Source: an optimization exercise on an open RTL-to-GDS flow (aim: small area and a short achievable clock period). Production flows keep margins and buffers that such runs may drop. Only simulation tests tie the RTL to the original design; equivalence was not proved. Power is estimated from default activity; no workload was simulated.

===== flow/config.mk =====
export PLATFORM = sky130hd
export DESIGN_NAME = ALU_TOP
export DESIGN_NICKNAME = ALU_TOP
export VERILOG_FILES = /design/flow/design.v
export SDC_FILE = /design/flow/constraint.sdc
export NUM_CORES = 4
export LEC_CHECK = 0
export ABC_AREA = 1
export CAP_MARGIN = 20
export CORE_MARGIN = 2
export CORE_UTILIZATION = 40
export SLEW_MARGIN = 20

===== flow/flow/synth.tcl =====
# The standard synthesis (synth_recipe.tcl in the work folder), with ABC's mapping script
# replaced by flow/abc.script. Only the combinational mapping changes; the registers are the
# standard synthesis's.
set my_flow_dir [file dirname [file normalize [info script]]]
proc abc {args} {
  set i [lsearch -exact $args -script]
  if {$i >= 0} { lset args [expr {$i + 1}] [file join $::my_flow_dir abc.script] }
  yosys abc {*}$args
}
source [file join [file dirname $my_flow_dir] synth_recipe.tcl]

===== flow/flow/abc.script =====
strash
dch
map -a
topo
stime -c

===== flow/design.v =====
module Decoder_Unit (
input wire [1:0] ALU_FUN,
output wire Arith_Enable, Logic_Enable, CMP_Enable, Shift_Enable
	);
assign Arith_Enable = (ALU_FUN == 2'b00);
assign Logic_Enable = (ALU_FUN == 2'b01);
assign CMP_Enable   = (ALU_FUN == 2'b10);
assign Shift_Enable = (ALU_FUN == 2'b11);
endmodule
module ALU_MUL (
  input  wire [15:0] A,
  input  wire [15:0] B,
  output wire [31:0] P
);
wire one1;
wire two2;
wire neg3;
wire pp4;
wire pp5;
wire pp6;
wire pp7;
wire pp8;
wire pp9;
wire pp10;
wire pp11;
wire pp12;
wire pp13;
wire pp14;
wire pp15;
wire pp16;
wire pp17;
wire pp18;
wire pp19;
wire pp20;
wire one21;
wire two22;
wire neg23;
wire pp24;
wire pp25;
wire pp26;
wire pp27;
wire pp28;
wire pp29;
wire pp30;
wire pp31;
wire pp32;
wire pp33;
wire pp34;
wire pp35;
wire pp36;
wire pp37;
wire pp38;
wire pp39;
wire pp40;
wire one41;
wire two42;
wire neg43;
wire pp44;
wire pp45;
wire pp46;
wire pp47;
wire pp48;
wire pp49;
wire pp50;
wire pp51;
wire pp52;
wire pp53;
wire pp54;
wire pp55;
wire pp56;
wire pp57;
wire pp58;
wire pp59;
wire pp60;
wire one61;
wire two62;
wire neg63;
wire pp64;
wire pp65;
wire pp66;
wire pp67;
wire pp68;
wire pp69;
wire pp70;
wire pp71;
wire pp72;
wire pp73;
wire pp74;
wire pp75;
wire pp76;
wire pp77;
wire pp78;
wire pp79;
wire pp80;
wire one81;
wire two82;
wire neg83;
wire pp84;
wire pp85;
wire pp86;
wire pp87;
wire pp88;
wire pp89;
wire pp90;
wire pp91;
wire pp92;
wire pp93;
wire pp94;
wire pp95;
wire pp96;
wire pp97;
wire pp98;
wire pp99;
wire pp100;
wire one101;
wire two102;
wire neg103;
wire pp104;
wire pp105;
wire pp106;
wire pp107;
wire pp108;
wire pp109;
wire pp110;
wire pp111;
wire pp112;
wire pp113;
wire pp114;
wire pp115;
wire pp116;
wire pp117;
wire pp118;
wire pp119;
wire pp120;
wire one121;
wire two122;
wire neg123;
wire pp124;
wire pp125;
wire pp126;
wire pp127;
wire pp128;
wire pp129;
wire pp130;
wire pp131;
wire pp132;
wire pp133;
wire pp134;
wire pp135;
wire pp136;
wire pp137;
wire pp138;
wire pp139;
wire pp140;
wire one141;
wire two142;
wire neg143;
wire pp144;
wire pp145;
wire pp146;
wire pp147;
wire pp148;
wire pp149;
wire pp150;
wire pp151;
wire pp152;
wire pp153;
wire pp154;
wire pp155;
wire pp156;
wire pp157;
wire pp158;
wire pp159;
wire pp160;
wire s161;
wire c162;
wire s163;
wire c164;
wire s165;
wire c166;
wire s167;
wire c168;
wire s169;
wire c170;
wire s171;
wire c172;
wire s173;
wire c174;
wire s175;
wire c176;
wire s177;
wire c178;
wire s179;
wire c180;
wire s181;
wire c182;
wire s183;
wire c184;
wire s185;
wire c186;
wire s187;
wire c188;
wire s189;
wire c190;
wire s191;
wire c192;
wire s193;
wire c194;
wire s195;
wire c196;
wire s197;
wire c198;
wire s199;
wire c200;
wire s201;
wire c202;
wire s203;
wire c204;
wire s205;
wire c206;
wire s207;
wire c208;
wire s209;
wire c210;
wire s211;
wire c212;
wire s213;
wire c214;
wire s215;
wire c216;
wire s217;
wire c218;
wire s219;
wire c220;
wire s221;
wire c222;
wire s223;
wire c224;
wire s225;
wire c226;
wire s227;
wire c228;
wire s229;
wire c230;
wire s231;
wire c232;
wire s233;
wire c234;
wire s235;
wire c236;
wire s237;
wire c238;
wire s239;
wire c240;
wire s241;
wire c242;
wire s243;
wire c244;
wire s245;
wire c246;
wire s247;
wire c248;
wire s249;
wire c250;
wire s251;
wire c252;
wire s253;
wire c254;
wire s255;
wire c256;
wire s257;
wire c258;
wire s259;
wire c260;
wire s261;
wire c262;
wire s263;
wire c264;
wire s265;
wire c266;
wire s267;
wire c268;
wire s269;
wire c270;
wire s271;
wire c272;
wire s273;
wire c274;
wire s275;
wire c276;
wire s277;
wire c278;
wire s279;
wire c280;
wire s281;
wire c282;
wire s283;
wire c284;
wire s285;
wire c286;
wire s287;
wire c288;
wire s289;
wire c290;
wire s291;
wire c292;
wire s293;
wire c294;
wire s295;
wire c296;
wire s297;
wire c298;
wire s299;
wire c300;
wire s301;
wire c302;
wire s303;
wire c304;
wire s305;
wire c306;
wire s307;
wire c308;
wire s309;
wire c310;
wire s311;
wire c312;
wire s313;
wire c314;
wire s315;
wire c316;
wire s317;
wire c318;
wire s319;
wire c320;
wire s321;
wire c322;
wire s323;
wire c324;
wire s325;
wire c326;
wire s327;
wire c328;
wire s329;
wire c330;
wire s331;
wire c332;
wire s333;
wire c334;
wire s335;
wire c336;
wire s337;
wire c338;
wire s339;
wire c340;
wire s341;
wire c342;
wire s343;
wire c344;
wire s345;
wire c346;
wire s347;
wire c348;
wire s349;
wire c350;
wire s351;
wire c352;
wire s353;
wire c354;
wire s355;
wire c356;
wire s357;
wire c358;
wire s359;
wire c360;
wire s361;
wire c362;
wire s363;
wire c364;
wire s365;
wire c366;
wire s367;
wire c368;
wire s369;
wire c370;
wire s371;
wire c372;
wire s373;
wire c374;
wire s375;
wire c376;
wire s377;
wire c378;
wire s379;
wire c380;
wire s381;
wire c382;
wire s383;
wire c384;
wire s385;
wire c386;
wire s387;
wire c388;
wire s389;
wire c390;
wire s391;
wire c392;
wire s393;
wire c394;
wire s395;
wire c396;
wire s397;
wire c398;
wire s399;
wire c400;
wire s401;
wire c402;
wire s403;
wire c404;
wire s405;
wire c406;
wire s407;
wire c408;
wire s409;
wire c410;
wire s411;
wire c412;
wire s413;
wire c414;
wire s415;
wire c416;
wire s417;
wire c418;
wire s419;
wire c420;
wire s421;
wire c422;
wire s423;
wire c424;
wire s425;
wire c426;
wire s427;
wire c428;
wire s429;
wire c430;
wire s431;
wire c432;
wire s433;
wire c434;
wire s435;
wire c436;
wire s437;
wire c438;
wire s439;
wire c440;
wire s441;
wire c442;
wire s443;
wire c444;
wire s445;
wire c446;
wire s447;
assign one1 = B[0] ^ 1'b0;
assign two2 = (B[1] & ~B[0] & ~1'b0) | (~B[1] & B[0] & 1'b0);
assign neg3 = B[1];
assign pp4 = ((one1 & A[0]) | (two2 & 1'b0)) ^ neg3;
assign pp5 = ((one1 & A[1]) | (two2 & A[0])) ^ neg3;
assign pp6 = ((one1 & A[2]) | (two2 & A[1])) ^ neg3;
assign pp7 = ((one1 & A[3]) | (two2 & A[2])) ^ neg3;
assign pp8 = ((one1 & A[4]) | (two2 & A[3])) ^ neg3;
assign pp9 = ((one1 & A[5]) | (two2 & A[4])) ^ neg3;
assign pp10 = ((one1 & A[6]) | (two2 & A[5])) ^ neg3;
assign pp11 = ((one1 & A[7]) | (two2 & A[6])) ^ neg3;
assign pp12 = ((one1 & A[8]) | (two2 & A[7])) ^ neg3;
assign pp13 = ((one1 & A[9]) | (two2 & A[8])) ^ neg3;
assign pp14 = ((one1 & A[10]) | (two2 & A[9])) ^ neg3;
assign pp15 = ((one1 & A[11]) | (two2 & A[10])) ^ neg3;
assign pp16 = ((one1 & A[12]) | (two2 & A[11])) ^ neg3;
assign pp17 = ((one1 & A[13]) | (two2 & A[12])) ^ neg3;
assign pp18 = ((one1 & A[14]) | (two2 & A[13])) ^ neg3;
assign pp19 = ((one1 & A[15]) | (two2 & A[14])) ^ neg3;
assign pp20 = ~(((one1 & A[15]) | (two2 & A[15])) ^ neg3);
assign one21 = B[2] ^ B[1];
assign two22 = (B[3] & ~B[2] & ~B[1]) | (~B[3] & B[2] & B[1]);
assign neg23 = B[3];
assign pp24 = ((one21 & A[0]) | (two22 & 1'b0)) ^ neg23;
assign pp25 = ((one21 & A[1]) | (two22 & A[0])) ^ neg23;
assign pp26 = ((one21 & A[2]) | (two22 & A[1])) ^ neg23;
assign pp27 = ((one21 & A[3]) | (two22 & A[2])) ^ neg23;
assign pp28 = ((one21 & A[4]) | (two22 & A[3])) ^ neg23;
assign pp29 = ((one21 & A[5]) | (two22 & A[4])) ^ neg23;
assign pp30 = ((one21 & A[6]) | (two22 & A[5])) ^ neg23;
assign pp31 = ((one21 & A[7]) | (two22 & A[6])) ^ neg23;
assign pp32 = ((one21 & A[8]) | (two22 & A[7])) ^ neg23;
assign pp33 = ((one21 & A[9]) | (two22 & A[8])) ^ neg23;
assign pp34 = ((one21 & A[10]) | (two22 & A[9])) ^ neg23;
assign pp35 = ((one21 & A[11]) | (two22 & A[10])) ^ neg23;
assign pp36 = ((one21 & A[12]) | (two22 & A[11])) ^ neg23;
assign pp37 = ((one21 & A[13]) | (two22 & A[12])) ^ neg23;
assign pp38 = ((one21 & A[14]) | (two22 & A[13])) ^ neg23;
assign pp39 = ((one21 & A[15]) | (two22 & A[14])) ^ neg23;
assign pp40 = ~(((one21 & A[15]) | (two22 & A[15])) ^ neg23);
assign one41 = B[4] ^ B[3];
assign two42 = (B[5] & ~B[4] & ~B[3]) | (~B[5] & B[4] & B[3]);
assign neg43 = B[5];
assign pp44 = ((one41 & A[0]) | (two42 & 1'b0)) ^ neg43;
assign pp45 = ((one41 & A[1]) | (two42 & A[0])) ^ neg43;
assign pp46 = ((one41 & A[2]) | (two42 & A[1])) ^ neg43;
assign pp47 = ((one41 & A[3]) | (two42 & A[2])) ^ neg43;
assign pp48 = ((one41 & A[4]) | (two42 & A[3])) ^ neg43;
assign pp49 = ((one41 & A[5]) | (two42 & A[4])) ^ neg43;
assign pp50 = ((one41 & A[6]) | (two42 & A[5])) ^ neg43;
assign pp51 = ((one41 & A[7]) | (two42 & A[6])) ^ neg43;
assign pp52 = ((one41 & A[8]) | (two42 & A[7])) ^ neg43;
assign pp53 = ((one41 & A[9]) | (two42 & A[8])) ^ neg43;
assign pp54 = ((one41 & A[10]) | (two42 & A[9])) ^ neg43;
assign pp55 = ((one41 & A[11]) | (two42 & A[10])) ^ neg43;
assign pp56 = ((one41 & A[12]) | (two42 & A[11])) ^ neg43;
assign pp57 = ((one41 & A[13]) | (two42 & A[12])) ^ neg43;
assign pp58 = ((one41 & A[14]) | (two42 & A[13])) ^ neg43;
assign pp59 = ((one41 & A[15]) | (two42 & A[14])) ^ neg43;
assign pp60 = ~(((one41 & A[15]) | (two42 & A[15])) ^ neg43);
assign one61 = B[6] ^ B[5];
assign two62 = (B[7] & ~B[6] & ~B[5]) | (~B[7] & B[6] & B[5]);
assign neg63 = B[7];
assign pp64 = ((one61 & A[0]) | (two62 & 1'b0)) ^ neg63;
assign pp65 = ((one61 & A[1]) | (two62 & A[0])) ^ neg63;
assign pp66 = ((one61 & A[2]) | (two62 & A[1])) ^ neg63;
assign pp67 = ((one61 & A[3]) | (two62 & A[2])) ^ neg63;
assign pp68 = ((one61 & A[4]) | (two62 & A[3])) ^ neg63;
assign pp69 = ((one61 & A[5]) | (two62 & A[4])) ^ neg63;
assign pp70 = ((one61 & A[6]) | (two62 & A[5])) ^ neg63;
assign pp71 = ((one61 & A[7]) | (two62 & A[6])) ^ neg63;
assign pp72 = ((one61 & A[8]) | (two62 & A[7])) ^ neg63;
assign pp73 = ((one61 & A[9]) | (two62 & A[8])) ^ neg63;
assign pp74 = ((one61 & A[10]) | (two62 & A[9])) ^ neg63;
assign pp75 = ((one61 & A[11]) | (two62 & A[10])) ^ neg63;
assign pp76 = ((one61 & A[12]) | (two62 & A[11])) ^ neg63;
assign pp77 = ((one61 & A[13]) | (two62 & A[12])) ^ neg63;
assign pp78 = ((one61 & A[14]) | (two62 & A[13])) ^ neg63;
assign pp79 = ((one61 & A[15]) | (two62 & A[14])) ^ neg63;
assign pp80 = ~(((one61 & A[15]) | (two62 & A[15])) ^ neg63);
assign one81 = B[8] ^ B[7];
assign two82 = (B[9] & ~B[8] & ~B[7]) | (~B[9] & B[8] & B[7]);
assign neg83 = B[9];
assign pp84 = ((one81 & A[0]) | (two82 & 1'b0)) ^ neg83;
assign pp85 = ((one81 & A[1]) | (two82 & A[0])) ^ neg83;
assign pp86 = ((one81 & A[2]) | (two82 & A[1])) ^ neg83;
assign pp87 = ((one81 & A[3]) | (two82 & A[2])) ^ neg83;
assign pp88 = ((one81 & A[4]) | (two82 & A[3])) ^ neg83;
assign pp89 = ((one81 & A[5]) | (two82 & A[4])) ^ neg83;
assign pp90 = ((one81 & A[6]) | (two82 & A[5])) ^ neg83;
assign pp91 = ((one81 & A[7]) | (two82 & A[6])) ^ neg83;
assign pp92 = ((one81 & A[8]) | (two82 & A[7])) ^ neg83;
assign pp93 = ((one81 & A[9]) | (two82 & A[8])) ^ neg83;
assign pp94 = ((one81 & A[10]) | (two82 & A[9])) ^ neg83;
assign pp95 = ((one81 & A[11]) | (two82 & A[10])) ^ neg83;
assign pp96 = ((one81 & A[12]) | (two82 & A[11])) ^ neg83;
assign pp97 = ((one81 & A[13]) | (two82 & A[12])) ^ neg83;
assign pp98 = ((one81 & A[14]) | (two82 & A[13])) ^ neg83;
assign pp99 = ((one81 & A[15]) | (two82 & A[14])) ^ neg83;
assign pp100 = ~(((one81 & A[15]) | (two82 & A[15])) ^ neg83);
assign one101 = B[10] ^ B[9];
assign two102 = (B[11] & ~B[10] & ~B[9]) | (~B[11] & B[10] & B[9]);
assign neg103 = B[11];
assign pp104 = ((one101 & A[0]) | (two102 & 1'b0)) ^ neg103;
assign pp105 = ((one101 & A[1]) | (two102 & A[0])) ^ neg103;
assign pp106 = ((one101 & A[2]) | (two102 & A[1])) ^ neg103;
assign pp107 = ((one101 & A[3]) | (two102 & A[2])) ^ neg103;
assign pp108 = ((one101 & A[4]) | (two102 & A[3])) ^ neg103;
assign pp109 = ((one101 & A[5]) | (two102 & A[4])) ^ neg103;
assign pp110 = ((one101 & A[6]) | (two102 & A[5])) ^ neg103;
assign pp111 = ((one101 & A[7]) | (two102 & A[6])) ^ neg103;
assign pp112 = ((one101 & A[8]) | (two102 & A[7])) ^ neg103;
assign pp113 = ((one101 & A[9]) | (two102 & A[8])) ^ neg103;
assign pp114 = ((one101 & A[10]) | (two102 & A[9])) ^ neg103;
assign pp115 = ((one101 & A[11]) | (two102 & A[10])) ^ neg103;
assign pp116 = ((one101 & A[12]) | (two102 & A[11])) ^ neg103;
assign pp117 = ((one101 & A[13]) | (two102 & A[12])) ^ neg103;
assign pp118 = ((one101 & A[14]) | (two102 & A[13])) ^ neg103;
assign pp119 = ((one101 & A[15]) | (two102 & A[14])) ^ neg103;
assign pp120 = ~(((one101 & A[15]) | (two102 & A[15])) ^ neg103);
assign one121 = B[12] ^ B[11];
assign two122 = (B[13] & ~B[12] & ~B[11]) | (~B[13] & B[12] & B[11]);
assign neg123 = B[13];
assign pp124 = ((one121 & A[0]) | (two122 & 1'b0)) ^ neg123;
assign pp125 = ((one121 & A[1]) | (two122 & A[0])) ^ neg123;
assign pp126 = ((one121 & A[2]) | (two122 & A[1])) ^ neg123;
assign pp127 = ((one121 & A[3]) | (two122 & A[2])) ^ neg123;
assign pp128 = ((one121 & A[4]) | (two122 & A[3])) ^ neg123;
assign pp129 = ((one121 & A[5]) | (two122 & A[4])) ^ neg123;
assign pp130 = ((one121 & A[6]) | (two122 & A[5])) ^ neg123;
assign pp131 = ((one121 & A[7]) | (two122 & A[6])) ^ neg123;
assign pp132 = ((one121 & A[8]) | (two122 & A[7])) ^ neg123;
assign pp133 = ((one121 & A[9]) | (two122 & A[8])) ^ neg123;
assign pp134 = ((one121 & A[10]) | (two122 & A[9])) ^ neg123;
assign pp135 = ((one121 & A[11]) | (two122 & A[10])) ^ neg123;
assign pp136 = ((one121 & A[12]) | (two122 & A[11])) ^ neg123;
assign pp137 = ((one121 & A[13]) | (two122 & A[12])) ^ neg123;
assign pp138 = ((one121 & A[14]) | (two122 & A[13])) ^ neg123;
assign pp139 = ((one121 & A[15]) | (two122 & A[14])) ^ neg123;
assign pp140 = ~(((one121 & A[15]) | (two122 & A[15])) ^ neg123);
assign one141 = B[14] ^ B[13];
assign two142 = (B[15] & ~B[14] & ~B[13]) | (~B[15] & B[14] & B[13]);
assign neg143 = B[15];
assign pp144 = ((one141 & A[0]) | (two142 & 1'b0)) ^ neg143;
assign pp145 = ((one141 & A[1]) | (two142 & A[0])) ^ neg143;
assign pp146 = ((one141 & A[2]) | (two142 & A[1])) ^ neg143;
assign pp147 = ((one141 & A[3]) | (two142 & A[2])) ^ neg143;
assign pp148 = ((one141 & A[4]) | (two142 & A[3])) ^ neg143;
assign pp149 = ((one141 & A[5]) | (two142 & A[4])) ^ neg143;
assign pp150 = ((one141 & A[6]) | (two142 & A[5])) ^ neg143;
assign pp151 = ((one141 & A[7]) | (two142 & A[6])) ^ neg143;
assign pp152 = ((one141 & A[8]) | (two142 & A[7])) ^ neg143;
assign pp153 = ((one141 & A[9]) | (two142 & A[8])) ^ neg143;
assign pp154 = ((one141 & A[10]) | (two142 & A[9])) ^ neg143;
assign pp155 = ((one141 & A[11]) | (two142 & A[10])) ^ neg143;
assign pp156 = ((one141 & A[12]) | (two142 & A[11])) ^ neg143;
assign pp157 = ((one141 & A[13]) | (two142 & A[12])) ^ neg143;
assign pp158 = ((one141 & A[14]) | (two142 & A[13])) ^ neg143;
assign pp159 = ((one141 & A[15]) | (two142 & A[14])) ^ neg143;
assign pp160 = ~(((one141 & A[15]) | (two142 & A[15])) ^ neg143);
assign s161 = pp14 ^ pp32;
assign c162 = pp14 & pp32;
assign s163 = pp15 ^ pp33;
assign c164 = pp15 & pp33;
assign s165 = pp16 ^ pp34 ^ pp52;
assign c166 = (pp16 & pp34) | (pp52 & (pp16 ^ pp34));
assign s167 = pp70 ^ pp88;
assign c168 = pp70 & pp88;
assign s169 = pp17 ^ pp35 ^ pp53;
assign c170 = (pp17 & pp35) | (pp53 & (pp17 ^ pp35));
assign s171 = pp71 ^ pp89;
assign c172 = pp71 & pp89;
assign s173 = pp18 ^ pp36 ^ pp54;
assign c174 = (pp18 & pp36) | (pp54 & (pp18 ^ pp36));
assign s175 = pp72 ^ pp90 ^ pp108;
assign c176 = (pp72 & pp90) | (pp108 & (pp72 ^ pp90));
assign s177 = pp126 ^ pp144;
assign c178 = pp126 & pp144;
assign s179 = pp19 ^ pp37 ^ pp55;
assign c180 = (pp19 & pp37) | (pp55 & (pp19 ^ pp37));
assign s181 = pp73 ^ pp91 ^ pp109;
assign c182 = (pp73 & pp91) | (pp109 & (pp73 ^ pp91));
assign s183 = pp127 ^ pp145;
assign c184 = pp127 & pp145;
assign s185 = pp20 ^ pp38 ^ pp56;
assign c186 = (pp20 & pp38) | (pp56 & (pp20 ^ pp38));
assign s187 = pp74 ^ pp92 ^ pp110;
assign c188 = (pp74 & pp92) | (pp110 & (pp74 ^ pp92));
assign s189 = ~(pp128 ^ pp146);
assign c190 = pp128 | pp146;
assign s191 = pp39 ^ pp57 ^ pp75;
assign c192 = (pp39 & pp57) | (pp75 & (pp39 ^ pp57));
assign s193 = pp93 ^ pp111 ^ pp129;
assign c194 = (pp93 & pp111) | (pp129 & (pp93 ^ pp111));
assign s195 = ~pp147;
assign c196 = pp147;
assign s197 = pp40 ^ pp58 ^ pp76;
assign c198 = (pp40 & pp58) | (pp76 & (pp40 ^ pp58));
assign s199 = pp94 ^ pp112 ^ pp130;
assign c200 = (pp94 & pp112) | (pp130 & (pp94 ^ pp112));
assign s201 = pp59 ^ pp77 ^ pp95;
assign c202 = (pp59 & pp77) | (pp95 & (pp59 ^ pp77));
assign s203 = pp113 ^ pp131;
assign c204 = pp113 & pp131;
assign s205 = pp60 ^ pp78 ^ pp96;
assign c206 = (pp60 & pp78) | (pp96 & (pp60 ^ pp78));
assign s207 = pp79 ^ pp97;
assign c208 = pp79 & pp97;
assign s209 = pp10 ^ pp28;
assign c210 = pp10 & pp28;
assign s211 = pp11 ^ pp29;
assign c212 = pp11 & pp29;
assign s213 = pp12 ^ pp30 ^ pp48;
assign c214 = (pp12 & pp30) | (pp48 & (pp12 ^ pp30));
assign s215 = pp66 ^ pp84;
assign c216 = pp66 & pp84;
assign s217 = pp13 ^ pp31 ^ pp49;
assign c218 = (pp13 & pp31) | (pp49 & (pp13 ^ pp31));
assign s219 = pp67 ^ pp85;
assign c220 = pp67 & pp85;
assign s221 = s161 ^ pp50 ^ pp68;
assign c222 = (s161 & pp50) | (pp68 & (s161 ^ pp50));
assign s223 = pp86 ^ pp104 ^ neg103;
assign c224 = (pp86 & pp104) | (neg103 & (pp86 ^ pp104));
assign s225 = c162 ^ s163 ^ pp51;
assign c226 = (c162 & s163) | (pp51 & (c162 ^ s163));
assign s227 = pp69 ^ pp87 ^ pp105;
assign c228 = (pp69 & pp87) | (pp105 & (pp69 ^ pp87));
assign s229 = c164 ^ s165 ^ s167;
assign c230 = (c164 & s165) | (s167 & (c164 ^ s165));
assign s231 = pp106 ^ pp124 ^ neg123;
assign c232 = (pp106 & pp124) | (neg123 & (pp106 ^ pp124));
assign s233 = c166 ^ c168 ^ s169;
assign c234 = (c166 & c168) | (s169 & (c166 ^ c168));
assign s235 = s171 ^ pp107 ^ pp125;
assign c236 = (s171 & pp107) | (pp125 & (s171 ^ pp107));
assign s237 = c170 ^ c172 ^ s173;
assign c238 = (c170 & c172) | (s173 & (c170 ^ c172));
assign s239 = s175 ^ s177 ^ neg143;
assign c240 = (s175 & s177) | (neg143 & (s175 ^ s177));
assign s241 = c174 ^ c176 ^ c178;
assign c242 = (c174 & c176) | (c178 & (c174 ^ c176));
assign s243 = s179 ^ s181 ^ s183;
assign c244 = (s179 & s181) | (s183 & (s179 ^ s181));
assign s245 = c180 ^ c182 ^ c184;
assign c246 = (c180 & c182) | (c184 & (c180 ^ c182));
assign s247 = s185 ^ s187 ^ s189;
assign c248 = (s185 & s187) | (s189 & (s185 ^ s187));
assign s249 = c186 ^ c188 ^ c190;
assign c250 = (c186 & c188) | (c190 & (c186 ^ c188));
assign s251 = s191 ^ s193 ^ s195;
assign c252 = (s191 & s193) | (s195 & (s191 ^ s193));
assign s253 = c192 ^ c194 ^ c196;
assign c254 = (c192 & c194) | (c196 & (c192 ^ c194));
assign s255 = s197 ^ s199 ^ pp148;
assign c256 = (s197 & s199) | (pp148 & (s197 ^ s199));
assign s257 = c198 ^ c200 ^ s201;
assign c258 = (c198 & c200) | (s201 & (c198 ^ c200));
assign s259 = ~(s203 ^ pp149);
assign c260 = s203 | pp149;
assign s261 = c202 ^ c204 ^ s205;
assign c262 = (c202 & c204) | (s205 & (c202 ^ c204));
assign s263 = pp114 ^ pp132 ^ pp150;
assign c264 = (pp114 & pp132) | (pp150 & (pp114 ^ pp132));
assign s265 = c206 ^ s207 ^ pp115;
assign c266 = (c206 & s207) | (pp115 & (c206 ^ s207));
assign s267 = ~(pp133 ^ pp151);
assign c268 = pp133 | pp151;
assign s269 = c208 ^ pp80 ^ pp98;
assign c270 = (c208 & pp80) | (pp98 & (c208 ^ pp80));
assign s271 = pp116 ^ pp134 ^ pp152;
assign c272 = (pp116 & pp134) | (pp152 & (pp116 ^ pp134));
assign s273 = pp99 ^ pp117 ^ pp135;
assign c274 = (pp99 & pp117) | (pp135 & (pp99 ^ pp117));
assign s275 = ~pp153;
assign c276 = pp153;
assign s277 = pp100 ^ pp118 ^ pp136;
assign c278 = (pp100 & pp118) | (pp136 & (pp100 ^ pp118));
assign s279 = pp119 ^ pp137;
assign c280 = pp119 & pp137;
assign s281 = pp8 ^ pp26;
assign c282 = pp8 & pp26;
assign s283 = pp9 ^ pp27;
assign c284 = pp9 & pp27;
assign s285 = s209 ^ pp46 ^ pp64;
assign c286 = (s209 & pp46) | (pp64 & (s209 ^ pp46));
assign s287 = c210 ^ s211 ^ pp47;
assign c288 = (c210 & s211) | (pp47 & (c210 ^ s211));
assign s289 = c212 ^ s213 ^ s215;
assign c290 = (c212 & s213) | (s215 & (c212 ^ s213));
assign s291 = c214 ^ c216 ^ s217;
assign c292 = (c214 & c216) | (s217 & (c214 ^ c216));
assign s293 = c218 ^ c220 ^ s221;
assign c294 = (c218 & c220) | (s221 & (c218 ^ c220));
assign s295 = c222 ^ c224 ^ s225;
assign c296 = (c222 & c224) | (s225 & (c222 ^ c224));
assign s297 = c226 ^ c228 ^ s229;
assign c298 = (c226 & c228) | (s229 & (c226 ^ c228));
assign s299 = c230 ^ c232 ^ s233;
assign c300 = (c230 & c232) | (s233 & (c230 ^ c232));
assign s301 = c234 ^ c236 ^ s237;
assign c302 = (c234 & c236) | (s237 & (c234 ^ c236));
assign s303 = c238 ^ c240 ^ s241;
assign c304 = (c238 & c240) | (s241 & (c238 ^ c240));
assign s305 = c242 ^ c244 ^ s245;
assign c306 = (c242 & c244) | (s245 & (c242 ^ c244));
assign s307 = c246 ^ c248 ^ s249;
assign c308 = (c246 & c248) | (s249 & (c246 ^ c248));
assign s309 = c250 ^ c252 ^ s253;
assign c310 = (c250 & c252) | (s253 & (c250 ^ c252));
assign s311 = c254 ^ c256 ^ s257;
assign c312 = (c254 & c256) | (s257 & (c254 ^ c256));
assign s313 = c258 ^ c260 ^ s261;
assign c314 = (c258 & c260) | (s261 & (c258 ^ c260));
assign s315 = c262 ^ c264 ^ s265;
assign c316 = (c262 & c264) | (s265 & (c262 ^ c264));
assign s317 = c266 ^ c268 ^ s269;
assign c318 = (c266 & c268) | (s269 & (c266 ^ c268));
assign s319 = c270 ^ c272 ^ s273;
assign c320 = (c270 & c272) | (s273 & (c270 ^ c272));
assign s321 = c274 ^ c276 ^ s277;
assign c322 = (c274 & c276) | (s277 & (c274 ^ c276));
assign s323 = c278 ^ s279 ^ pp155;
assign c324 = (c278 & s279) | (pp155 & (c278 ^ s279));
assign s325 = c280 ^ pp120 ^ pp138;
assign c326 = (c280 & pp120) | (pp138 & (c280 ^ pp120));
assign s327 = pp139 ^ pp157;
assign c328 = pp139 & pp157;
assign s329 = pp6 ^ pp24;
assign c330 = pp6 & pp24;
assign s331 = pp7 ^ pp25;
assign c332 = pp7 & pp25;
assign s333 = s281 ^ pp44 ^ neg43;
assign c334 = (s281 & pp44) | (neg43 & (s281 ^ pp44));
assign s335 = c282 ^ s283 ^ pp45;
assign c336 = (c282 & s283) | (pp45 & (c282 ^ s283));
assign s337 = c284 ^ s285 ^ neg63;
assign c338 = (c284 & s285) | (neg63 & (c284 ^ s285));
assign s339 = c286 ^ s287 ^ pp65;
assign c340 = (c286 & s287) | (pp65 & (c286 ^ s287));
assign s341 = c288 ^ s289 ^ neg83;
assign c342 = (c288 & s289) | (neg83 & (c288 ^ s289));
assign s343 = c290 ^ s291 ^ s219;
assign c344 = (c290 & s291) | (s219 & (c290 ^ s291));
assign s345 = c292 ^ s293 ^ s223;
assign c346 = (c292 & s293) | (s223 & (c292 ^ s293));
assign s347 = c294 ^ s295 ^ s227;
assign c348 = (c294 & s295) | (s227 & (c294 ^ s295));
assign s349 = c296 ^ s297 ^ s231;
assign c350 = (c296 & s297) | (s231 & (c296 ^ s297));
assign s351 = c298 ^ s299 ^ s235;
assign c352 = (c298 & s299) | (s235 & (c298 ^ s299));
assign s353 = c300 ^ s301 ^ s239;
assign c354 = (c300 & s301) | (s239 & (c300 ^ s301));
assign s355 = c302 ^ s303 ^ s243;
assign c356 = (c302 & s303) | (s243 & (c302 ^ s303));
assign s357 = c304 ^ s305 ^ s247;
assign c358 = (c304 & s305) | (s247 & (c304 ^ s305));
assign s359 = c306 ^ s307 ^ s251;
assign c360 = (c306 & s307) | (s251 & (c306 ^ s307));
assign s361 = c308 ^ s309 ^ s255;
assign c362 = (c308 & s309) | (s255 & (c308 ^ s309));
assign s363 = c310 ^ s311 ^ s259;
assign c364 = (c310 & s311) | (s259 & (c310 ^ s311));
assign s365 = c312 ^ s313 ^ s263;
assign c366 = (c312 & s313) | (s263 & (c312 ^ s313));
assign s367 = c314 ^ s315 ^ s267;
assign c368 = (c314 & s315) | (s267 & (c314 ^ s315));
assign s369 = c316 ^ s317 ^ s271;
assign c370 = (c316 & s317) | (s271 & (c316 ^ s317));
assign s371 = c318 ^ s319 ^ s275;
assign c372 = (c318 & s319) | (s275 & (c318 ^ s319));
assign s373 = c320 ^ s321 ^ pp154;
assign c374 = (c320 & s321) | (pp154 & (c320 ^ s321));
assign s375 = ~(c322 ^ s323);
assign c376 = c322 | s323;
assign s377 = c324 ^ s325 ^ pp156;
assign c378 = (c324 & s325) | (pp156 & (c324 ^ s325));
assign s379 = ~(c326 ^ s327);
assign c380 = c326 | s327;
assign s381 = c328 ^ pp140 ^ pp158;
assign c382 = (c328 & pp140) | (pp158 & (c328 ^ pp140));
assign s383 = ~pp159;
assign c384 = pp159;
assign s385 = pp4 ^ neg3;
assign c386 = pp4 & neg3;
assign s387 = pp5 ^ c386;
assign c388 = pp5 & c386;
assign s389 = s329 ^ neg23 ^ c388;
assign c390 = (s329 & neg23) | (c388 & (s329 ^ neg23));
assign s391 = c330 ^ s331 ^ c390;
assign c392 = (c330 & s331) | (c390 & (c330 ^ s331));
assign s393 = c332 ^ s333 ^ c392;
assign c394 = (c332 & s333) | (c392 & (c332 ^ s333));
assign s395 = c334 ^ s335 ^ c394;
assign c396 = (c334 & s335) | (c394 & (c334 ^ s335));
assign s397 = c336 ^ s337 ^ c396;
assign c398 = (c336 & s337) | (c396 & (c336 ^ s337));
assign s399 = c338 ^ s339 ^ c398;
assign c400 = (c338 & s339) | (c398 & (c338 ^ s339));
assign s401 = c340 ^ s341 ^ c400;
assign c402 = (c340 & s341) | (c400 & (c340 ^ s341));
assign s403 = c342 ^ s343 ^ c402;
assign c404 = (c342 & s343) | (c402 & (c342 ^ s343));
assign s405 = c344 ^ s345 ^ c404;
assign c406 = (c344 & s345) | (c404 & (c344 ^ s345));
assign s407 = c346 ^ s347 ^ c406;
assign c408 = (c346 & s347) | (c406 & (c346 ^ s347));
assign s409 = c348 ^ s349 ^ c408;
assign c410 = (c348 & s349) | (c408 & (c348 ^ s349));
assign s411 = c350 ^ s351 ^ c410;
assign c412 = (c350 & s351) | (c410 & (c350 ^ s351));
assign s413 = c352 ^ s353 ^ c412;
assign c414 = (c352 & s353) | (c412 & (c352 ^ s353));
assign s415 = c354 ^ s355 ^ c414;
assign c416 = (c354 & s355) | (c414 & (c354 ^ s355));
assign s417 = c356 ^ s357 ^ c416;
assign c418 = (c356 & s357) | (c416 & (c356 ^ s357));
assign s419 = c358 ^ s359 ^ c418;
assign c420 = (c358 & s359) | (c418 & (c358 ^ s359));
assign s421 = c360 ^ s361 ^ c420;
assign c422 = (c360 & s361) | (c420 & (c360 ^ s361));
assign s423 = c362 ^ s363 ^ c422;
assign c424 = (c362 & s363) | (c422 & (c362 ^ s363));
assign s425 = c364 ^ s365 ^ c424;
assign c426 = (c364 & s365) | (c424 & (c364 ^ s365));
assign s427 = c366 ^ s367 ^ c426;
assign c428 = (c366 & s367) | (c426 & (c366 ^ s367));
assign s429 = c368 ^ s369 ^ c428;
assign c430 = (c368 & s369) | (c428 & (c368 ^ s369));
assign s431 = c370 ^ s371 ^ c430;
assign c432 = (c370 & s371) | (c430 & (c370 ^ s371));
assign s433 = c372 ^ s373 ^ c432;
assign c434 = (c372 & s373) | (c432 & (c372 ^ s373));
assign s435 = c374 ^ s375 ^ c434;
assign c436 = (c374 & s375) | (c434 & (c374 ^ s375));
assign s437 = c376 ^ s377 ^ c436;
assign c438 = (c376 & s377) | (c436 & (c376 ^ s377));
assign s439 = c378 ^ s379 ^ c438;
assign c440 = (c378 & s379) | (c438 & (c378 ^ s379));
assign s441 = c380 ^ s381 ^ c440;
assign c442 = (c380 & s381) | (c440 & (c380 ^ s381));
assign s443 = c382 ^ s383 ^ c442;
assign c444 = (c382 & s383) | (c442 & (c382 ^ s383));
assign s445 = c384 ^ pp160 ^ c444;
assign c446 = (c384 & pp160) | (c444 & (c384 ^ pp160));
assign s447 = 1'b1 ^ c446;
assign P = {s447, s445, s443, s441, s439, s437, s435, s433, s431, s429, s427, s425, s423, s421, s419, s417, s415, s413, s411, s409, s407, s405, s403, s401, s399, s397, s395, s393, s391, s389, s387, s385};
endmodule
module ALU_DIV (
  input  wire [15:0] A,
  input  wire [15:0] B,
  output wire [16:0] Q    
);
wire sa = A[15];
wire sb = B[15];
wire [15:0] N;
assign N[0] = A[0];
assign N[1] = A[1] ^ (sa & (|A[0:0]));
assign N[2] = A[2] ^ (sa & (|A[1:0]));
assign N[3] = A[3] ^ (sa & (|A[2:0]));
assign N[4] = A[4] ^ (sa & (|A[3:0]));
assign N[5] = A[5] ^ (sa & (|A[4:0]));
assign N[6] = A[6] ^ (sa & (|A[5:0]));
assign N[7] = A[7] ^ (sa & (|A[6:0]));
assign N[8] = A[8] ^ (sa & (|A[7:0]));
assign N[9] = A[9] ^ (sa & (|A[8:0]));
assign N[10] = A[10] ^ (sa & (|A[9:0]));
assign N[11] = A[11] ^ (sa & (|A[10:0]));
assign N[12] = A[12] ^ (sa & (|A[11:0]));
assign N[13] = A[13] ^ (sa & (|A[12:0]));
assign N[14] = A[14] ^ (sa & (|A[13:0]));
assign N[15] = A[15] ^ (sa & (|A[14:0]));
wire ci = ~sb;
wire [15:0] Bx = B ^ {16{ci}};
wire [15:0] q;
wire [0:0] x15;
assign x15 = N[15];
wire [0:0] d15;
wire [1:0] c15;
wire [1:0] t15 = {1'b0, x15} + {1'b0, Bx[0:0]} + ci;
assign d15 = t15[0:0];
assign c15[1] = t15[1];
assign q[15] = c15[1] & (&Bx[15:1]);
wire [0:0] r15 = q[15] ? d15 : x15;
wire [1:0] x14;
assign x14 = {r15, N[14]};
wire [1:0] d14;
wire [2:0] c14;
wire [2:0] t14 = {1'b0, x14} + {1'b0, Bx[1:0]} + ci;
assign d14 = t14[1:0];
assign c14[2] = t14[2];
assign q[14] = c14[2] & (&Bx[15:2]);
wire [1:0] r14 = q[14] ? d14 : x14;
wire [2:0] x13;
assign x13 = {r14, N[13]};
wire [2:0] d13;
wire [3:0] c13;
wire [3:0] t13 = {1'b0, x13} + {1'b0, Bx[2:0]} + ci;
assign d13 = t13[2:0];
assign c13[3] = t13[3];
assign q[13] = c13[3] & (&Bx[15:3]);
wire [2:0] r13 = q[13] ? d13 : x13;
wire [3:0] x12;
assign x12 = {r13, N[12]};
wire [3:0] d12;
wire [4:0] c12;
wire [4:0] t12 = {1'b0, x12} + {1'b0, Bx[3:0]} + ci;
assign d12 = t12[3:0];
assign c12[4] = t12[4];
assign q[12] = c12[4] & (&Bx[15:4]);
wire [3:0] r12 = q[12] ? d12 : x12;
wire [4:0] x11;
assign x11 = {r12, N[11]};
wire [4:0] d11;
wire [5:0] c11;
wire [5:0] t11 = {1'b0, x11} + {1'b0, Bx[4:0]} + ci;
assign d11 = t11[4:0];
assign c11[5] = t11[5];
assign q[11] = c11[5] & (&Bx[15:5]);
wire [4:0] r11 = q[11] ? d11 : x11;
wire [5:0] x10;
assign x10 = {r11, N[10]};
wire [5:0] d10;
wire [6:0] c10;
wire [6:0] t10 = {1'b0, x10} + {1'b0, Bx[5:0]} + ci;
assign d10 = t10[5:0];
assign c10[6] = t10[6];
assign q[10] = c10[6] & (&Bx[15:6]);
wire [5:0] r10 = q[10] ? d10 : x10;
wire [6:0] x9;
assign x9 = {r10, N[9]};
wire [6:0] d9;
wire [7:0] c9;
wire [7:0] t9 = {1'b0, x9} + {1'b0, Bx[6:0]} + ci;
assign d9 = t9[6:0];
assign c9[7] = t9[7];
assign q[9] = c9[7] & (&Bx[15:7]);
wire [6:0] r9 = q[9] ? d9 : x9;
wire [7:0] x8;
assign x8 = {r9, N[8]};
wire [7:0] d8;
wire [8:0] c8;
wire [8:0] t8 = {1'b0, x8} + {1'b0, Bx[7:0]} + ci;
assign d8 = t8[7:0];
assign c8[8] = t8[8];
assign q[8] = c8[8] & (&Bx[15:8]);
wire [7:0] r8 = q[8] ? d8 : x8;
wire [8:0] x7;
assign x7 = {r8, N[7]};
wire [8:0] d7;
wire [9:0] c7;
wire [9:0] t7 = {1'b0, x7} + {1'b0, Bx[8:0]} + ci;
assign d7 = t7[8:0];
assign c7[9] = t7[9];
assign q[7] = c7[9] & (&Bx[15:9]);
wire [8:0] r7 = q[7] ? d7 : x7;
wire [9:0] x6;
assign x6 = {r7, N[6]};
wire [9:0] d6;
wire [10:0] c6;
wire [10:0] t6 = {1'b0, x6} + {1'b0, Bx[9:0]} + ci;
assign d6 = t6[9:0];
assign c6[10] = t6[10];
assign q[6] = c6[10] & (&Bx[15:10]);
wire [9:0] r6 = q[6] ? d6 : x6;
wire [10:0] x5;
assign x5 = {r6, N[5]};
wire [10:0] d5;
wire [11:0] c5;
wire [11:0] t5 = {1'b0, x5} + {1'b0, Bx[10:0]} + ci;
assign d5 = t5[10:0];
assign c5[11] = t5[11];
assign q[5] = c5[11] & (&Bx[15:11]);
wire [10:0] r5 = q[5] ? d5 : x5;
wire [11:0] x4;
assign x4 = {r5, N[4]};
wire [11:0] d4;
wire [12:0] c4;
wire [12:0] t4 = {1'b0, x4} + {1'b0, Bx[11:0]} + ci;
assign d4 = t4[11:0];
assign c4[12] = t4[12];
assign q[4] = c4[12] & (&Bx[15:12]);
wire [11:0] r4 = q[4] ? d4 : x4;
wire [12:0] x3;
assign x3 = {r4, N[3]};
wire [12:0] d3;
wire [13:0] c3;
wire [13:0] t3 = {1'b0, x3} + {1'b0, Bx[12:0]} + ci;
assign d3 = t3[12:0];
assign c3[13] = t3[13];
assign q[3] = c3[13] & (&Bx[15:13]);
wire [12:0] r3 = q[3] ? d3 : x3;
wire [13:0] x2;
assign x2 = {r3, N[2]};
wire [13:0] d2;
wire [14:0] c2;
wire [14:0] t2 = {1'b0, x2} + {1'b0, Bx[13:0]} + ci;
assign d2 = t2[13:0];
assign c2[14] = t2[14];
assign q[2] = c2[14] & (&Bx[15:14]);
wire [13:0] r2 = q[2] ? d2 : x2;
wire [14:0] x1;
assign x1 = {r2, N[1]};
wire [14:0] d1;
wire [15:0] c1;
wire [15:0] t1 = {1'b0, x1} + {1'b0, Bx[14:0]} + ci;
assign d1 = t1[14:0];
assign c1[15] = t1[15];
assign q[1] = c1[15] & (&Bx[15:15]);
wire [14:0] r1 = q[1] ? d1 : x1;
wire [15:0] x0;
assign x0 = {r1, N[0]};
wire [15:0] d0;
wire [16:0] c0;
wire [16:0] t0 = {1'b0, x0} + {1'b0, Bx[15:0]} + ci;
assign d0 = t0[15:0];
assign c0[16] = t0[16];
assign q[0] = c0[16];
wire sq = sa ^ sb;
wire [16:0] qn;
assign qn[0] = q[0];
assign qn[1] = q[1] ^ (sq & (|q[0:0]));
assign qn[2] = q[2] ^ (sq & (|q[1:0]));
assign qn[3] = q[3] ^ (sq & (|q[2:0]));
assign qn[4] = q[4] ^ (sq & (|q[3:0]));
assign qn[5] = q[5] ^ (sq & (|q[4:0]));
assign qn[6] = q[6] ^ (sq & (|q[5:0]));
assign qn[7] = q[7] ^ (sq & (|q[6:0]));
assign qn[8] = q[8] ^ (sq & (|q[7:0]));
assign qn[9] = q[9] ^ (sq & (|q[8:0]));
assign qn[10] = q[10] ^ (sq & (|q[9:0]));
assign qn[11] = q[11] ^ (sq & (|q[10:0]));
assign qn[12] = q[12] ^ (sq & (|q[11:0]));
assign qn[13] = q[13] ^ (sq & (|q[12:0]));
assign qn[14] = q[14] ^ (sq & (|q[13:0]));
assign qn[15] = q[15] ^ (sq & (|q[14:0]));
assign qn[16] = sq & (|q);
assign Q = qn;
endmodule
module ALU_ADDSUB (
  input  wire [15:0] A,
  input  wire [15:0] B,
  input  wire SUB,
  output wire [16:0] S    
);
wire [16:0] a = {A[15], A};
wire [16:0] b = {B[15], B} ^ {17{SUB}};
wire [17:0] c;
assign c[0] = SUB;
assign S[0] = a[0] ^ b[0] ^ c[0];
assign c[1] = (a[0] & b[0]) | (c[0] & (a[0] ^ b[0]));
assign S[1] = a[1] ^ b[1] ^ c[1];
assign c[2] = (a[1] & b[1]) | (c[1] & (a[1] ^ b[1]));
assign S[2] = a[2] ^ b[2] ^ c[2];
assign c[3] = (a[2] & b[2]) | (c[2] & (a[2] ^ b[2]));
assign S[3] = a[3] ^ b[3] ^ c[3];
assign c[4] = (a[3] & b[3]) | (c[3] & (a[3] ^ b[3]));
assign S[4] = a[4] ^ b[4] ^ c[4];
assign c[5] = (a[4] & b[4]) | (c[4] & (a[4] ^ b[4]));
assign S[5] = a[5] ^ b[5] ^ c[5];
assign c[6] = (a[5] & b[5]) | (c[5] & (a[5] ^ b[5]));
assign S[6] = a[6] ^ b[6] ^ c[6];
assign c[7] = (a[6] & b[6]) | (c[6] & (a[6] ^ b[6]));
assign S[7] = a[7] ^ b[7] ^ c[7];
assign c[8] = (a[7] & b[7]) | (c[7] & (a[7] ^ b[7]));
assign S[8] = a[8] ^ b[8] ^ c[8];
assign c[9] = (a[8] & b[8]) | (c[8] & (a[8] ^ b[8]));
assign S[9] = a[9] ^ b[9] ^ c[9];
assign c[10] = (a[9] & b[9]) | (c[9] & (a[9] ^ b[9]));
assign S[10] = a[10] ^ b[10] ^ c[10];
assign c[11] = (a[10] & b[10]) | (c[10] & (a[10] ^ b[10]));
assign S[11] = a[11] ^ b[11] ^ c[11];
assign c[12] = (a[11] & b[11]) | (c[11] & (a[11] ^ b[11]));
assign S[12] = a[12] ^ b[12] ^ c[12];
assign c[13] = (a[12] & b[12]) | (c[12] & (a[12] ^ b[12]));
assign S[13] = a[13] ^ b[13] ^ c[13];
assign c[14] = (a[13] & b[13]) | (c[13] & (a[13] ^ b[13]));
assign S[14] = a[14] ^ b[14] ^ c[14];
assign c[15] = (a[14] & b[14]) | (c[14] & (a[14] ^ b[14]));
assign S[15] = a[15] ^ b[15] ^ c[15];
assign c[16] = (a[15] & b[15]) | (c[15] & (a[15] ^ b[15]));
assign S[16] = a[16] ^ b[16] ^ c[16];
endmodule
module LOGIC_UNIT (
input wire [15:0] A,
input wire [15:0] B,
input wire [1:0] ALU_FUN,
output wire [15:0] Y
	);
assign Y = (ALU_FUN[0] ? (A | B) : (A & B)) ^ {16{ALU_FUN[1]}};
endmodule
module CMP_UNIT (
input wire [16:0] D,       
input wire [1:0] ALU_FUN,
output wire [1:0] Y
	);
wire eq = ~|D[15:0];
wire lt = D[16];
wire gt = ~lt & ~eq;
assign Y[1] = ALU_FUN[1] & (ALU_FUN[0] ? lt : gt);
assign Y[0] = ALU_FUN[0] & (ALU_FUN[1] ? lt : eq);
endmodule
module SHIFT_UNIT (
input wire [15:0] A,
input wire [15:0] B,
input wire [1:0] ALU_FUN,
output wire [16:0] Y
	);
wire [15:0] X = ALU_FUN[1] ? B : A;
assign Y = ALU_FUN[0] ? {X, 1'b0} : {1'b0, X[15], X[15:1]};
endmodule
module ALU_TOP (
input wire signed [15:0] A,
input wire signed [15:0] B,
input wire [3:0] ALU_FUNC,
input wire CLK,
input wire RST,
output reg signed [31:0] Arith_OUT,
output reg [15:0] Logic_OUT,
output reg [1:0] CMP_OUT,
output reg [16:0] SHIFT_OUT,
output reg Arith_Flag, Logic_Flag, CMP_Flag, SHIFT_Flag
	);
wire Arith_Enable, Logic_Enable, CMP_Enable, Shift_Enable;
Decoder_Unit Decoder (
.ALU_FUN(ALU_FUNC[3:2]),
.Arith_Enable(Arith_Enable),
.Logic_Enable(Logic_Enable),
.CMP_Enable(CMP_Enable),
.Shift_Enable(Shift_Enable)
	);
wire sub = ALU_FUNC[0] | ALU_FUNC[3];
wire [16:0] sum;
ALU_ADDSUB AddSub (.A(A), .B(B), .SUB(sub), .S(sum));
wire [31:0] prod;
ALU_MUL Mul (.A(A), .B(B), .P(prod));
wire [16:0] quo;
ALU_DIV Div (.A(A), .B(B), .Q(quo));
wire div_ok = |B;
wire sel_add = Arith_Enable & ~ALU_FUNC[1];
wire sel_mul = Arith_Enable & ALU_FUNC[1] & ~ALU_FUNC[0];
wire sel_div = Arith_Enable & ALU_FUNC[1] & ALU_FUNC[0] & div_ok;
wire [31:0] arith = ({32{sel_add}} & {{15{sum[16]}}, sum})
                  | ({32{sel_mul}} & prod)
                  | ({32{sel_div}} & {{15{quo[16]}}, quo});
wire [15:0] logic_res;
LOGIC_UNIT Logic (.A(A), .B(B), .ALU_FUN(ALU_FUNC[1:0]), .Y(logic_res));
wire [1:0] cmp_res;
CMP_UNIT Cmp (.D(sum), .ALU_FUN(ALU_FUNC[1:0]), .Y(cmp_res));
wire [16:0] shift_res;
SHIFT_UNIT Shift (.A(A), .B(B), .ALU_FUN(ALU_FUNC[1:0]), .Y(shift_res));
always @(posedge CLK or negedge RST) begin
if (!RST) begin
	Arith_OUT <= 32'b0;
	Logic_OUT <= 16'b0;
	CMP_OUT <= 2'b0;
	SHIFT_OUT <= 17'b0;
	Arith_Flag <= 1'b0;
	Logic_Flag <= 1'b0;
	CMP_Flag <= 1'b0;
	SHIFT_Flag <= 1'b0;
end else begin
	Arith_OUT <= arith;
	Logic_OUT <= Logic_Enable ? logic_res : 16'b0;
	CMP_OUT <= CMP_Enable ? cmp_res : 2'b0;
	SHIFT_OUT <= Shift_Enable ? shift_res : 17'b0;
	Arith_Flag <= Arith_Enable;
	Logic_Flag <= Logic_Enable;
	CMP_Flag <= CMP_Enable;
	SHIFT_Flag <= Shift_Enable;
end
end
endmodule

===== flow/standard.sh =====
#!/bin/bash
# synth_recipe.tcl (not shown) runs the flow's synth.tcl, then flattens the netlist and writes it again
# the make line also repeats each setting of config.mk as NAME=value (left out here)
make -C /OpenROAD-flow-scripts/flow DESIGN_CONFIG=/design/flow/config.mk WORK_HOME=/design/flow/orfs CLKGATE_MAP_FILE= SYNTH_SCRIPT=/design/flow/synth_recipe.tcl "${@:-finish}"

===== flow/constraint.sdc =====
create_clock -name core_clock -period 95.0 [get_ports {CLK}]
set_input_delay 19.0000 -clock core_clock [delete_from_list [all_inputs] [get_ports {CLK}]]
set_output_delay 19.0000 -clock core_clock [all_outputs]
set_load 0.01 [all_outputs]

===== flow/flow/run.sh =====
#!/bin/bash
# The standard layout (standard.sh) with three changes:
#  - synthesis is the standard synthesis with ABC's mapping script replaced by
#    flow/abc.script (flow/synth.tcl); the registers are the standard synthesis's;
#  - every port is buffered by the smallest buffer cell instead of the one buffer_ports
#    picks by default;
#  - repair_timing aims for 46 ns of setup slack (SETUP_SLACK_MARGIN) instead of 0, so the
#    resizer upsizes the critical path; the clock and constraints stay the design's.
# Each tool's output lands in the ORFS logs under orfs/logs/; make's own output goes to
# standard_flow.log in this folder.
set -euo pipefail
bash standard.sh "SYNTH_SCRIPT=$PWD/flow/synth.tcl" \
  "BUFFER_PORTS_ARGS=-buffer_cell sky130_fd_sc_hd__buf_1" \
  SETUP_SLACK_MARGIN=46 finish > standard_flow.log 2>&1

==> results of run 1 <==
## how the worst max path moves through the flow
stage | start | endpoint | slack (ps) | cells past startpoint
finish | B[15] | Arith_OUT[10] | 48060 | 182
global route | B[15] | Arith_OUT[10] | 45740 | 189
CTS | B[15] | Arith_OUT[30] | 46010 | 190
detailed placement | B[15] | Arith_OUT[30] | 39730 | 190
global placement | B[15] | Arith_OUT[29] | 41220 | 190
floorplan | B[15] | Arith_OUT[29] | 46120 | 189
## what timing repair did
item,CTS,global route
endpoints found under the setup margin,32,32
hold buffers,0,0
setup buffers,11,49
resized for setup,61,89
pin swaps,6,34
cloned,2,3
## stage by stage
step | std cells | hold WS (ps) | instance area (um^2) | total power, mW
floorplan | 1893 | 18700 | 14800 | 0.253
global placement | 2514 | 19260 | 16200 | 0.334
detailed placement | 2514 | 19270 | 16200 | 0.337
CTS | 2543 | 18910 | 16800 | 0.378
global route | 2595 | 18930 | 17500 | 0.433
finish | 2595 | 18880 | 17500 | 0.389
## logic make-up (layout without fill, tap and decap cells)
group,Yosys count,count (layout),synth area share
flip-flops,71,71,0.120
multiplexers,2,2,0.00144
AO/OA/AOI/OAI,563,563,0.217
XOR/XNOR,265,265,0.157
AND/OR/NAND/NOR,483,486,0.131
adder cells (fa/ha/maj),291,291,0.318
buffers and inverters,218,449,0.0553
## power by group
part	total, mW	switching, mW	leakage (nW)	internal, mW
clock	0.0345	0.0163	0.133	0.0183
sequential	0.0369	0.00226	0.954	0.0346
combinational	0.317	0.182	6.53	0.135
## final cells by class
| type | count | area, um^2 | area share |
|---|---|---|---|
| multi-input combinational | 1607 | 12700 | 0.726 |
| sequential | 71 | 1780 | 0.102 |
| timing repair buffer | 214 | 1280 | 0.0735 |
| inverter | 218 | 852 | 0.0487 |
| tap | 468 | 586 | 0.0335 |
| clock buffer | 9 | 225 | 0.0129 |
| clock inverter | 7 | 62.6 | 0.00358 |
| timing repair inverter | 1 | 5.00 | 0.000286 |
## state kept, by name, indices dropped and copies added (netlist names)
name        count
Logic_OUT      16
Arith_Flag      1
CMP_OUT         2
CMP_Flag        1
SHIFT_Flag      1
Arith_OUT      32
SHIFT_OUT      17
Logic_Flag      1
## metal layers
metal | track usage | wire (um)
met1 | 0.346 | 21700
met2 | 0.460 | 25400
met3 | 0.0395 | 3510
met4 | 0.124 | 2500
met5 | 0 | 0
## worst max-delay path, delay by kind of cell
| family | cells | cell delay (ps) |
|---|---|---|
| AOI/OAI and AO/OA | 72 | 11800 |
| adders and majority gates | 16 | 5060 |
| xor gates and xnor gates | 10 | 1560 |
| and+or+nand+nor | 61 | 6890 |
| buffers and inverters | 23 | 2760 |
## cell usage in the layout, fill, tap and decap left out, types with 6 or more instances in the layout
cell type                   count
sky130_fd_sc_hd__nand4_1        9
sky130_fd_sc_hd__clkinv_1     205
sky130_fd_sc_hd__nor2_1       113
sky130_fd_sc_hd__o211ai_1       9
sky130_fd_sc_hd__a21o_2        11
sky130_fd_sc_hd__fa_1         136
sky130_fd_sc_hd__xor2_1       217
sky130_fd_sc_hd__clkbuf_2       7
sky130_fd_sc_hd__clkbuf_16     10
sky130_fd_sc_hd__nand3_1       26
sky130_fd_sc_hd__a21oi_2        9
sky130_fd_sc_hd__clkinv_2       8
sky130_fd_sc_hd__xor2_2         6
sky130_fd_sc_hd__a31oi_1       10
sky130_fd_sc_hd__a21oi_1      166
sky130_fd_sc_hd__buf_4        101
sky130_fd_sc_hd__o21ai_2       13
sky130_fd_sc_hd__buf_1         97
sky130_fd_sc_hd__nand2_1      282
sky130_fd_sc_hd__nor2_2        14
sky130_fd_sc_hd__xnor2_1       35
sky130_fd_sc_hd__dfrtp_1       71
sky130_fd_sc_hd__o21ai_1       10
sky130_fd_sc_hd__o221ai_1       8
sky130_fd_sc_hd__ha_1         148
sky130_fd_sc_hd__o22ai_1      131
sky130_fd_sc_hd__o21bai_1      14
sky130_fd_sc_hd__xnor2_2        6
sky130_fd_sc_hd__o21ai_0      150
==> reports/summary.json, run 1 <==
{
  "timing.final.crit_period": {"value": 46940, "unit": "ps"},
  "synth-seq-area-share": {"value": 0.120},
  "synth.top_cells.by_area": {"value": "sky130_fd_sc_hd__fa_1 (19%), sky130_fd_sc_hd__xor2_1 (13%), sky130_fd_sc_hd__ha_1 (13%)"},
  "die_x": {"value": 196, "unit": "um"},
  "wl_per_cell": {"value": 20.5, "unit": "um"},
  "worst_path_most_repeated_cell": {"value": "sky130_fd_sc_hd__a21oi_1"},
  "final.setup.tns": {"value": 0, "unit": "ps"},
  "drt_pass1_iterations": {"value": 5},
  "result_of_the_run": {"value": "finished clean"},
  "holdCritPathClass": {"value": "input pin to asynchronous set/reset pin"},
  "start_kind": {"value": "input pin"},
  "yosys_register_bits": {"value": 71},
  "last_weighted_congestion_value_of_the_routability_driven_placer": {"value": 0.928},
  "area_growth_syn_to_layout": {"value": 18.2, "unit": "%"},
  "fin_crit_sh": {"value": 0.494},
  "grt_pass1_vias": {"value": 14800},
  "final_layout_size_suffix_gt1_frac": {"value": 0.123},
  "clock.fmax": {"value": 21.3, "unit": "MHz"},
  "critPathMaxFanout": {"value": 16},
  "rsz0062_at_grt": {"value": "false"},
  "fillCellCount": {"value": 3628},
  "power.ir.vdd_worst": {"value": 0.0000432, "unit": "V"},
  "critPathRequiredTime": {"value": 95220, "unit": "ps"},
  "worst_setup_hold_path_clk_slew": {"value": 70, "unit": "ps"},
  "cts_made_buffers": {"value": 9},
  "finalSetupViolations": {"value": 0},
  "critical_path.max_stage_delay": {"value": 700, "unit": "ps"},
  "number_of_flops_mapped_to_enable_cells_by_yosys": {"value": 0},
  "synth.most_common_cell": {"value": "sky130_fd_sc_hd__nand2_1"},
  "dr_total_vias": {"value": 14900},
  "netlist_instances": {"value": 1893},
  "drc_violations_left": {"value": 0},
  "post_synth_instance_area": {"value": 0.0148, "unit": "mm^2"},
  "io-pin-count": {"value": 109},
  "area_of_the_die": {"value": 0.0385, "unit": "mm^2"},
  "cts_tree": {"value": "built"},
  "yosys_most_used_dff": {"value": "sky130_fd_sc_hd__dfrtp_1"},
  "drt_first_iter_violations": {"value": 1079},
  "finalHoldViolCount": {"value": 0},
  "cts.htree.levels": {"value": 3},
  "yosys.area.top_type_share": {"value": 0.191},
  "synth_commonest_cells": {"value": "sky130_fd_sc_hd__nand2_1 (290), sky130_fd_sc_hd__xor2_1 (224), sky130_fd_sc_hd__clkinv_1 (218)"},
  "timing.critical_path.slowest_stage_cell": {"value": "sky130_fd_sc_hd__o31ai_1"},
  "syn_nets": {"value": 2222},
  "timing_worst_slew_pin_value": {"value": 946, "unit": "ps"},
  "drt-total-wl": {"value": 53200, "unit": "um"},
  "worst-setup-path-type": {"value": "input pin to flip-flop"},
  "critPathArrivalTime": {"value": 47160, "unit": "ps"},
  "die_y": {"value": 196, "unit": "um"},
  "finalWorstSetupSlack": {"value": 48060, "unit": "ps"},
  "grt_pass1_wl": {"value": 81900, "unit": "um"},
  "ys_warn_count": {"value": 1},
  "routed_via_density": {"value": 5.74},
  "worst_slack_at_placement": {"value": 39730, "unit": "ps"},
  "post-route-util": {"value": 0.479},
  "core.rowCount": {"value": 70},
  "synth.lib_cells_used.distinct": {"value": 35},
  "p_leak": {"value": 7.62, "unit": "nW"},
  "timing.max_cap.violations": {"value": 0},
  "powerDensity": {"value": 22.2, "unit": "mW/mm^2"},
  "tritoncts_num_sinks": {"value": 71},
  "antennaDiodeCount": {"value": 0},
  "synth_area_leader_cell": {"value": "sky130_fd_sc_hd__fa_1"},
  "initial_core_util": {"value": 0.405},
  "portBuffers": {"value": 108},
  "grt_overflow": {"value": 0},
  "dp_hpwl": {"value": 38500, "unit": "um"},
  "grt_max_degree": {"value": 72},
  "area_of_the_core_region": {"value": 0.0365, "unit": "mm^2"},
  "finish.net_count": {"value": 2451},
  "root_buffer": {"value": "sky130_fd_sc_hd__clkbuf_16"},
  "cp-end-kind": {"value": "flip-flop"},
  "grt_antenna_before_repair": {"value": 0},
  "max-slew-margin-rel": {"value": 0.369},
  "synthArstFlopShare": {"value": 1.00},
  "route.antenna.remaining_nets": {"value": 0},
  "ctsLongestPathBuffers": {"value": 2},
  "syn_area_per_cell": {"value": 7.81, "unit": "um^2"},
  "track_usage": {"value": 0.273},
  "slew_viol_final": {"value": 0}
}
==> run 2, diff against run 1 <==
--- a/flow/flow/run.sh
+++ b/flow/flow/run.sh
@@ -5,5 +5,5 @@
 #  - every port is buffered by the smallest buffer cell instead of the one buffer_ports
 #    picks by default;
-#  - repair_timing aims for 46 ns of setup slack (SETUP_SLACK_MARGIN) instead of 0, so the
+#  - repair_timing aims for 41 ns of setup slack (SETUP_SLACK_MARGIN) instead of 0, so the
 #    resizer upsizes the critical path; the clock and constraints stay the design's.
 # Each tool's output lands in the ORFS logs under orfs/logs/; make's own output goes to
@@ -12,3 +12,3 @@
 bash standard.sh "SYNTH_SCRIPT=$PWD/flow/synth.tcl" \
   "BUFFER_PORTS_ARGS=-buffer_cell sky130_fd_sc_hd__buf_1" \
-  SETUP_SLACK_MARGIN=46 finish > standard_flow.log 2>&1
+  SETUP_SLACK_MARGIN=41 finish > standard_flow.log 2>&1
==> reports/summary.json, run 2 <==
{
  "finalSetupViolations": {"value": 0, "change": "unchanged"},
  "syn_area_per_cell": {"value": 7.81, "unit": "um^2", "change": "unchanged"},
  "power.clock.fraction": {"value": 0.090, "change": "was 0.089"},
  "timing.final.crit_period": {"value": 50600, "unit": "ps", "change": "was 46940 ps"},
  "drc_violations_left": {"value": 0, "change": "unchanged"},
  "most_common_cell_after_layout_fill_and_taps_aside": {"value": "sky130_fd_sc_hd__nand2_1", "change": "unchanged"},
  "critical_path.top_delay_family": {"value": "compound AO/OA/AOI/OAI gates", "change": "unchanged"},
  "critPathMaxFanout": {"value": 28, "change": "was 16"},
  "power.net_switching": {"value": 0.197, "unit": "mW", "change": "was 0.201 mW"},
  "drt-total-wl": {"value": 51100, "unit": "um", "change": "was 53200 um"},
  "routed_via_density": {"value": 5.74, "change": "about the same"},
  "holdCritPathClass": {"value": "input pin to asynchronous set/reset pin", "change": "unchanged"},
  "drt_pass1_iterations": {"value": 5, "change": "unchanged"},
  "powerDensity": {"value": 22.7, "unit": "mW/mm^2", "change": "was 22.2 mW/mm^2"},
  "timing.critical_path.slowest_stage_cell": {"value": "sky130_fd_sc_hd__fa_1", "change": "was sky130_fd_sc_hd__o31ai_1"},
  "cp-end-kind": {"value": "flip-flop", "change": "unchanged"},
  "max_flop_register": {"value": "Arith_OUT", "change": "unchanged"},
  "clock.fmax": {"value": 19.8, "unit": "MHz", "change": "was 21.3 MHz"},
  "max-slew-margin-rel": {"value": 0.370, "change": "was 0.369"},
  "die_y": {"value": 196, "unit": "um", "change": "unchanged"},
  "grt_pass1_vias": {"value": 14700, "change": "was 14800"},
  "gate_power_share": {"value": 0.813, "change": "was 0.816"},
  "final_layout_size_suffix_gt1_frac": {"value": 0.0624, "change": "was 0.123"},
  "ys_warn_count": {"value": 1, "change": "unchanged"},
  "area_growth_syn_to_layout": {"value": 12.4, "unit": "%", "change": "was 18.2%"},
  "crit_cells": {"value": 193, "change": "was 182"},
  "root_buffer": {"value": "sky130_fd_sc_hd__clkbuf_16", "change": "unchanged"},
  "synthArstFlopShare": {"value": 1.00, "change": "unchanged"},
  "portBuffers": {"value": 108, "change": "unchanged"},
  "area_of_the_core_region": {"value": 0.0365, "unit": "mm^2", "change": "unchanged"},
  "critical_path.max_stage_delay": {"value": 480, "unit": "ps", "change": "was 700 ps"},
  "dp_hpwl": {"value": 38100, "unit": "um", "change": "was 38500 um"},
  "timing_worst_slew_pin_value": {"value": 945, "unit": "ps", "change": "was 946 ps"},
  "grt_antenna_before_repair": {"value": 1, "change": "was 0"},
  "synth-seq-area-share": {"value": 0.120, "change": "unchanged"},
  "post_synth_instance_area": {"value": 0.0148, "unit": "mm^2", "change": "unchanged"},
  "slew_viol_final": {"value": 0, "change": "unchanged"},
  "route.antenna.remaining_nets": {"value": 0, "change": "unchanged"},
  "power.share.sequential": {"value": 0.097, "change": "was 0.095"},
  "die_x": {"value": 196, "unit": "um", "change": "unchanged"},
  "timing.max_cap.violations": {"value": 0, "change": "unchanged"},
  "finalHoldViolCount": {"value": 0, "change": "unchanged"},
  "cp.buffers_inverters": {"value": 21, "change": "was 23"},
  "largest_register_ff_count": {"value": 32, "change": "unchanged"},
  "worst_setup_hold_path_clk_slew": {"value": 60, "unit": "ps", "change": "was 70 ps"},
  "synth.most_common_cell": {"value": "sky130_fd_sc_hd__nand2_1", "change": "unchanged"},
  "result_of_the_run": {"value": "finished clean", "change": "unchanged"},
  "io-pin-count": {"value": 109, "change": "unchanged"},
  "core.rowCount": {"value": 70, "change": "unchanged"}
}
-- run 2: cell count changes in the layout (fill, tap and decap cells not counted), sizes merged, moves of 2 or more --
cell,change
nor2,-2
clkinvlp,+4
clkinv,-4
buf,-55
-- run 2: cell families after synthesis --
logic type      synth area share
compound gates             0.217
flops                      0.120
buf+inv                   0.0553
xor+xnor                   0.157
simple gates               0.131
mux                      0.00144
fa+ha+maj                  0.318
-- run 2: metal layers --
metal | track usage | wire length (um) | vias up
li1 | - | - | 6861
met1 | 0.348 | 21400 | 7015
met2 | 0.445 | 24200 | 538
met3 | 0.0380 | 3320 | 138
met4 | 0.115 | 2210 | 0
met5 | 0 | 0 | -
-- run 2: through the flow --
| stage | total power, mW | instances | utilization | hold WS, ps | cell area [um^2] |
|---|---|---|---|---|---|
| after floorplan | 0.252 | 1893 | - | 18700 | 14800 |
| after global placement | 0.338 | 2516 | 0.442 | 19260 | 16100 |
| after detailed placement | 0.343 | 2516 | 0.442 | 19270 | 16100 |
| after CTS | 0.379 | 2532 | 0.450 | 18910 | 16400 |
| after global routing | 0.423 | 2535 | 0.455 | 18970 | 16600 |
| final | 0.378 | 2536 | 0.455 | 18880 | 16600 |
-- run 2: what timing repair did --
item / CTS / global route
resized for setup: 4 / 48
endpoints found under the setup margin: 29 / 32
hold endpoints to repair: 0 / 0
setup buffers: 0 / 3
pin swaps: 0 / 1
-- run 2: power by group through the flow --
stage | clock [mW] | combinational, mW | sequential (mW)
2_1_floorplan | 0 | 0.214 | 0.0386
5_1_grt | 0.0357 | 0.350 | 0.0370
4_1_cts | 0.0345 | 0.307 | 0.0368
3_5_place_dp | 0 | 0.305 | 0.0373
3_3_place_gp | 0 | 0.301 | 0.0373
6_report | 0.0340 | 0.307 | 0.0368
-- run 2: cell type report --
| cell class | instances | area, um^2 |
|---|---|---|
| fill | 3699 | 19900 |
| timing repair buffer | 158 | 810 |
| clock buffer | 9 | 225 |
| multi-input combinational | 1604 | 12300 |
| sequential | 71 | 1780 |
| tap | 468 | 586 |
| inverter | 218 | 843 |
| antenna | 1 | 2.50 |
| clock inverter | 7 | 62.6 |
-- run 2: worst paths after layout --
| check | startpoint | endpoint | slack, ps |
|---|---|---|---|
| max | B[15] | Arith_OUT[30] | 44400 |
| min | RST | Arith_OUT[22] | 18880 |
| max in group asynchronous | RST | Arith_OUT[12] | 75480 |
| min in group core_clock | ALU_FUNC[2] | SHIFT_Flag | 18920 |

==> afterwards: timing with drivers on the ports <==
In the flow no input, the clock included, has a driving cell. The finished layouts below were timed again as built, in two steps.
Step 1, drivers: a clkbuf_16 drives CLK and a buf_2 each remaining input, both assumed.
Step 2 times the ports against the registers' clock, not the clock port: input delays grow and output delays shrink by t, the midpoint of the rising clock arrivals with the driver on.
Slacks: no drivers / after step 1 / after step 2; pairs: no drivers / after step 1.
run | t, ns | setup slack, ns
run 1 | 0.396 | 48.059 / 47.945 / 47.549
run 2 | 0.394 | 44.395 / 44.383 / 43.990
After both steps every run listed still meets setup and hold.
